From an optimization exercise on the open Yosys and OpenROAD flow, aimed at small area; shortcuts taken in it are not production practice.
The RTL was checked by simulation tests, not by an equivalence proof against the original design.
No driver is modelled on the clock port, so clocking that relies on it looks cheaper here than on a real chip.
Power and IR drop assume default switching activity.

==> flow/design.v <==
module ServoController(clk_i, rst_i, PWM, sclk, miso, mosi, c_en);
input clk_i;
input rst_i;	 
output wire [7:0] PWM;
input sclk, mosi, c_en;
output wire miso;
reg [2:0] SCKr;
reg [2:0] SSELr;
reg [1:0] MOSIr;
always @(posedge clk_i)
	if (rst_i) begin
		SCKr <= 3'b000;
		SSELr <= 3'b000;
	end else begin
		SCKr <= {SCKr[1:0], sclk};
		SSELr <= {SSELr[1:0], c_en};
	end
always @(posedge clk_i) MOSIr <= {MOSIr[0], mosi};
wire sck_rise = (SCKr[2:1] == 2'b01);
wire sck_fall = (SCKr[2:1] == 2'b10);
wire ssel_active = ~SSELr[1];
wire ssel_start = (SSELr[2:1] == 2'b10);
reg [2:0] bitcnt;
always @(posedge clk_i)
	if (rst_i) bitcnt <= 3'b000;
	else if (~ssel_active) bitcnt <= 3'b000;
	else if (sck_rise) bitcnt <= bitcnt + 3'b001;
reg [7:0] rx;
always @(posedge clk_i)
	if (ssel_active && sck_rise) rx <= {rx[6:0], MOSIr[1]};
reg br;		 
reg br_d1;	 
reg par;	 
always @(posedge clk_i) begin
	br <= ~rst_i & ssel_active & sck_rise & (bitcnt == 3'b111);
	br_d1 <= br;
	par <= ~rst_i & (par ^ br);
end
wire wr_ev = par & (br | br_d1);
reg pinv;		 
reg [2:0] paddr;	 
always @(posedge clk_i)
	if (rst_i) begin
		pinv <= 1'b0;
		paddr <= 3'b000;
	end else if (wr_ev) begin
		pinv <= |rx[7:3];
		paddr <= rx[2:0];
	end
wire [7:0] wdata = rx & {8{~rst_i}};
reg [7:0] sd [0:7];	 
reg [7:0] pos [0:7];	 
reg z;
reg nfirst;	 
reg [3:0] p;
reg [7:0] s;
reg [8:0] k;
wire term = (k == 9'h000);
wire wrap = term & (s == 8'hff);
wire load = ~z & (p == 4'h0) & (s == 8'd183) & (k == 9'h07a);	 
wire longstep = (s[3:0] == 4'd15) | (s[3:0] == 4'd2) | (s[3:0] == 4'd4) |
		(s[3:0] == 4'd6) | (s[3:0] == 4'd9) | (s[3:0] == 4'd11) |
		(s[3:0] == 4'd13);
always @(posedge clk_i) begin
	z <= rst_i | load;
	nfirst <= ~rst_i & (nfirst | load);
	if (rst_i) p <= 4'h0;
	else if (z | wrap) p <= {p[2:0], ~(p[3] ^ p[2])};
	if (z) begin
		s <= 8'd110;
		k <= 9'h0b6;
	end else if (term) begin
		s <= s + 8'd1;
		k <= longstep ? 9'h036 : 9'h06c;
	end else
		k <= {k[7:0], ~(k[8] ^ k[4])};
end
wire phase_b = (p == 4'h3);
wire pwm_all = (p == 4'h1) | (phase_b & (s == 8'd0));
wire pwm_cmp = phase_b & nfirst;
function ge8(input [7:0] a, input [7:0] b);
	integer j;
	reg c;
	begin
		c = 1'b1;
		for (j = 0; j < 8; j = j + 1)
			c = (a[j] & ~b[j]) | ((a[j] | ~b[j]) & c);
		ge8 = c;
	end
endfunction
genvar i;
generate
for (i = 0; i < 8; i = i + 1) begin : ch
	always @(posedge clk_i) begin
		if (rst_i | (wr_ev & ~pinv & (paddr == i))) sd[i] <= wdata;
		if (load) pos[i] <= sd[i];
	end
	assign PWM[i] = pwm_all | (pwm_cmp & ge8(pos[i], s));
end
endgenerate
reg [7:0] q;
always @(posedge clk_i)
	if (rst_i) q <= 8'hff;
	else if (ssel_start) q <= q + 8'h1;
reg sv;
always @(posedge clk_i)
	if (rst_i) sv <= 1'b0;
	else if (ssel_start) sv <= 1'b1;
	else if (ssel_active & sck_fall & (bitcnt == 3'b000)) sv <= 1'b0;
reg rs;
always @(posedge clk_i) rs <= ~rst_i & (sck_rise | (rs & ~ssel_start));
wire [2:0] idx = ~bitcnt + {2'b00, SCKr[2] & rs};
wire miso_now = sv & q[idx];
reg miso_prev;
always @(posedge clk_i) miso_prev <= miso;
assign miso = SSELr[2] ? miso_prev : miso_now;
endmodule
Settings: LEC_CHECK=0, CAP_MARGIN=20, CORE_MARGIN=2, CORE_UTILIZATION=70, SLEW_MARGIN=20; clock period 10.0 ns.
standard.sh (not shown) runs the stock make flow with config.mk's settings and CLKGATE_MAP_FILE= SYNTH_SCRIPT=/design/flow/synth_recipe.tcl, a recipe that flattens the netlist after the stock synthesis.
==> flow/flow/run.sh <==
#!/bin/bash
# Layout flow: the standard synthesis, then an area-oriented re-mapping of
# its combinational logic (registers untouched), then the standard ORFS flow
# with small port buffers and a clock tree without dummy loads, whose
# buffers are downsized after CTS where the clock-pin slew allows.
set -u
HERE=$(pwd)
R=$HERE/orfs/results/$FLOW_PLATFORM/ServoController/base
P=$FLOW_HOME/platforms/$FLOW_PLATFORM
LIB=$P/lib/sky130_fd_sc_hd__tt_025C_1v80.lib
ARGS=('BUFFER_PORTS_ARGS=-buffer_cell sky130_fd_sc_hd__buf_1'
      'CTS_ARGS=-sink_clustering_enable -repair_clock_nets -dont_use_dummy_load -buf_list {sky130_fd_sc_hd__clkbuf_8}')

bash standard.sh synth > synth.log 2>&1 || { echo "standard synthesis failed"; exit 1; }
cp $R/1_2_yosys.v standard_1_2_yosys.v

python3 flow/mkmap.py $LIB combmap.v > mkmap.log 2>&1
export LIB MAP=$HERE/combmap.v TOP=$FLOW_TOP IN_V=$HERE/standard_1_2_yosys.v OUT_V=$HERE/resyn.v ABC_SCRIPT=$HERE/flow/resyn.abc
export DONT_USE="$(sed -n '/DONT_USE_CELLS/,/^#/p' $P/config.mk | grep -o 'sky130_fd_sc_hd__[a-z0-9_]*' | tr '\n' ' ')"
if yosys -c flow/resyn.tcl > resyn.log 2>&1 && [ -s resyn.v ]; then
  cp resyn.v $R/1_2_yosys.v
  rm -f $R/1_synth.odb
else
  echo "re-mapping failed; keeping the standard netlist"
fi

bash standard.sh "${ARGS[@]}" cts > flow_to_cts.log 2>&1 || { echo "flow up to CTS failed"; exit 1; }

cp $R/4_cts.odb 4_cts_before_downsize.odb
if ODB=$R/4_cts.odb SDC=$R/4_cts.sdc TLEF=$P/lef/sky130_fd_sc_hd.tlef LEF=$P/lef/sky130_fd_sc_hd_merged.lef \
   RC=$P/setRC.tcl SMALL="sky130_fd_sc_hd__clkbuf_4" LIMIT_NS=0.110 \
   openroad -no_init -exit flow/downsize_clk.tcl > downsize_clk.log 2>&1; then
  touch $R/4_cts.odb
else
  echo "clock buffer downsizing failed; keeping the CTS result"
  cp 4_cts_before_downsize.odb $R/4_cts.odb
fi
rm -f 4_cts_before_downsize.odb

bash standard.sh "${ARGS[@]}" finish > flow.log 2>&1
Other scripts of this flow, unchanged in this note and not shown: flow/flow/downsize_clk.tcl, flow/flow/mkmap.py, flow/flow/resyn.abc, flow/flow/resyn.tcl
The first run completed without violations.
Rerun with:
--- a/flow/design.v
+++ b/flow/design.v
@@ -52,40 +52,41 @@
 reg [7:0] pos [0:7];	 
 reg z;
 reg nfirst;	 
 reg [3:0] p;
-reg [7:0] s;
+reg [7:0] sn;
 reg [8:0] k;
-wire term = (k == 9'h000);
-wire wrap = term & (s == 8'hff);
-wire load = ~z & (p == 4'h0) & (s == 8'd183) & (k == 9'h07a);	 
-wire longstep = (s[3:0] == 4'd15) | (s[3:0] == 4'd2) | (s[3:0] == 4'd4) |
-		(s[3:0] == 4'd6) | (s[3:0] == 4'd9) | (s[3:0] == 4'd11) |
-		(s[3:0] == 4'd13);
+wire term = (k == 9'h04d);
+wire wrap = term & (sn == 8'h00);				 
+wire load = ~z & (p == 4'h0) & (sn == 8'h48) & (k == 9'h07f);	 
+wire [3:0] sl = ~sn[3:0];
+wire longstep = (sl == 4'd15) | (sl == 4'd2) | (sl == 4'd4) |
+		(sl == 4'd6) | (sl == 4'd9) | (sl == 4'd11) |
+		(sl == 4'd13);
 always @(posedge clk_i) begin
 	z <= rst_i | load;
 	nfirst <= ~rst_i & (nfirst | load);
 	if (rst_i) p <= 4'h0;
 	else if (z | wrap) p <= {p[2:0], ~(p[3] ^ p[2])};
 	if (z) begin
-		s <= 8'd110;
-		k <= 9'h0b6;
+		sn <= 8'h91;	 
+		k <= 9'h16f;
 	end else if (term) begin
-		s <= s + 8'd1;
-		k <= longstep ? 9'h036 : 9'h06c;
+		sn <= sn - 8'd1;
+		k <= longstep ? 9'h1f7 : 9'h1ef;
 	end else
-		k <= {k[7:0], ~(k[8] ^ k[4])};
+		k <= {k[7:0], ~(k[8] ^ k[1])};
 end
 wire phase_b = (p == 4'h3);
-wire pwm_all = (p == 4'h1) | (phase_b & (s == 8'd0));
+wire pwm_all = (p == 4'h1) | (phase_b & (sn == 8'hff));
 wire pwm_cmp = phase_b & nfirst;
-function ge8(input [7:0] a, input [7:0] b);
+function ge8(input [7:0] a, input [7:0] bn);
 	integer j;
 	reg c;
 	begin
 		c = 1'b1;
 		for (j = 0; j < 8; j = j + 1)
-			c = (a[j] & ~b[j]) | ((a[j] | ~b[j]) & c);
+			c = (a[j] & bn[j]) | ((a[j] | bn[j]) & c);
 		ge8 = c;
 	end
 endfunction
 genvar i;
@@ -94,9 +95,9 @@
 	always @(posedge clk_i) begin
 		if (rst_i | (wr_ev & ~pinv & (paddr == i))) sd[i] <= wdata;
 		if (load) pos[i] <= sd[i];
 	end
-	assign PWM[i] = pwm_all | (pwm_cmp & ge8(pos[i], s));
+	assign PWM[i] = pwm_all | (pwm_cmp & ge8(pos[i], sn));
 end
 endgenerate
 reg [7:0] q;
 always @(posedge clk_i)
The changed run finished clean.
Worst setup slack gains 0.085 ns.
Non-clock buffer count does not change.
Maximum frequency is higher by about 1.7%.
Sequential cell count does not change.
Utilization is higher by 0.22 points.
Global-route usage is higher by 0.64 points.
Combinational power is higher by about 3%.
Wire length is higher by 0.96%.

==> port drivers added, routing unchanged <==
No port has a modelled driver above. Below, the same layouts with a new extraction and two added sets of constraints.
Step 1 sets driving cells, clkbuf_16 on the clock port and buf_2 on the other inputs (assumed; they add their load-dependent delay and slew).
Step 2, shift: input delay + t, output delay - t, t = (earliest + latest rising clock arrival at the registers) / 2. This alone moves slack from input paths to output paths.
Slacks: ideal ports / drivers / drivers and shift; pairs: ideal ports / drivers.
| run | t, ns | setup WS [ns] | worst setup path at the end | latest minus earliest clock arrival (ns) |
|---|---|---|---|---|
| the first run | 0.571 | 4.935 / 4.906 / 5.477 | register to output | 0.039 / 0.039 |
| the second run | 0.595 | 5.020 / 4.986 / 5.581 | register to output | 0.039 / 0.039 |
After both steps every run listed still meets setup and hold.
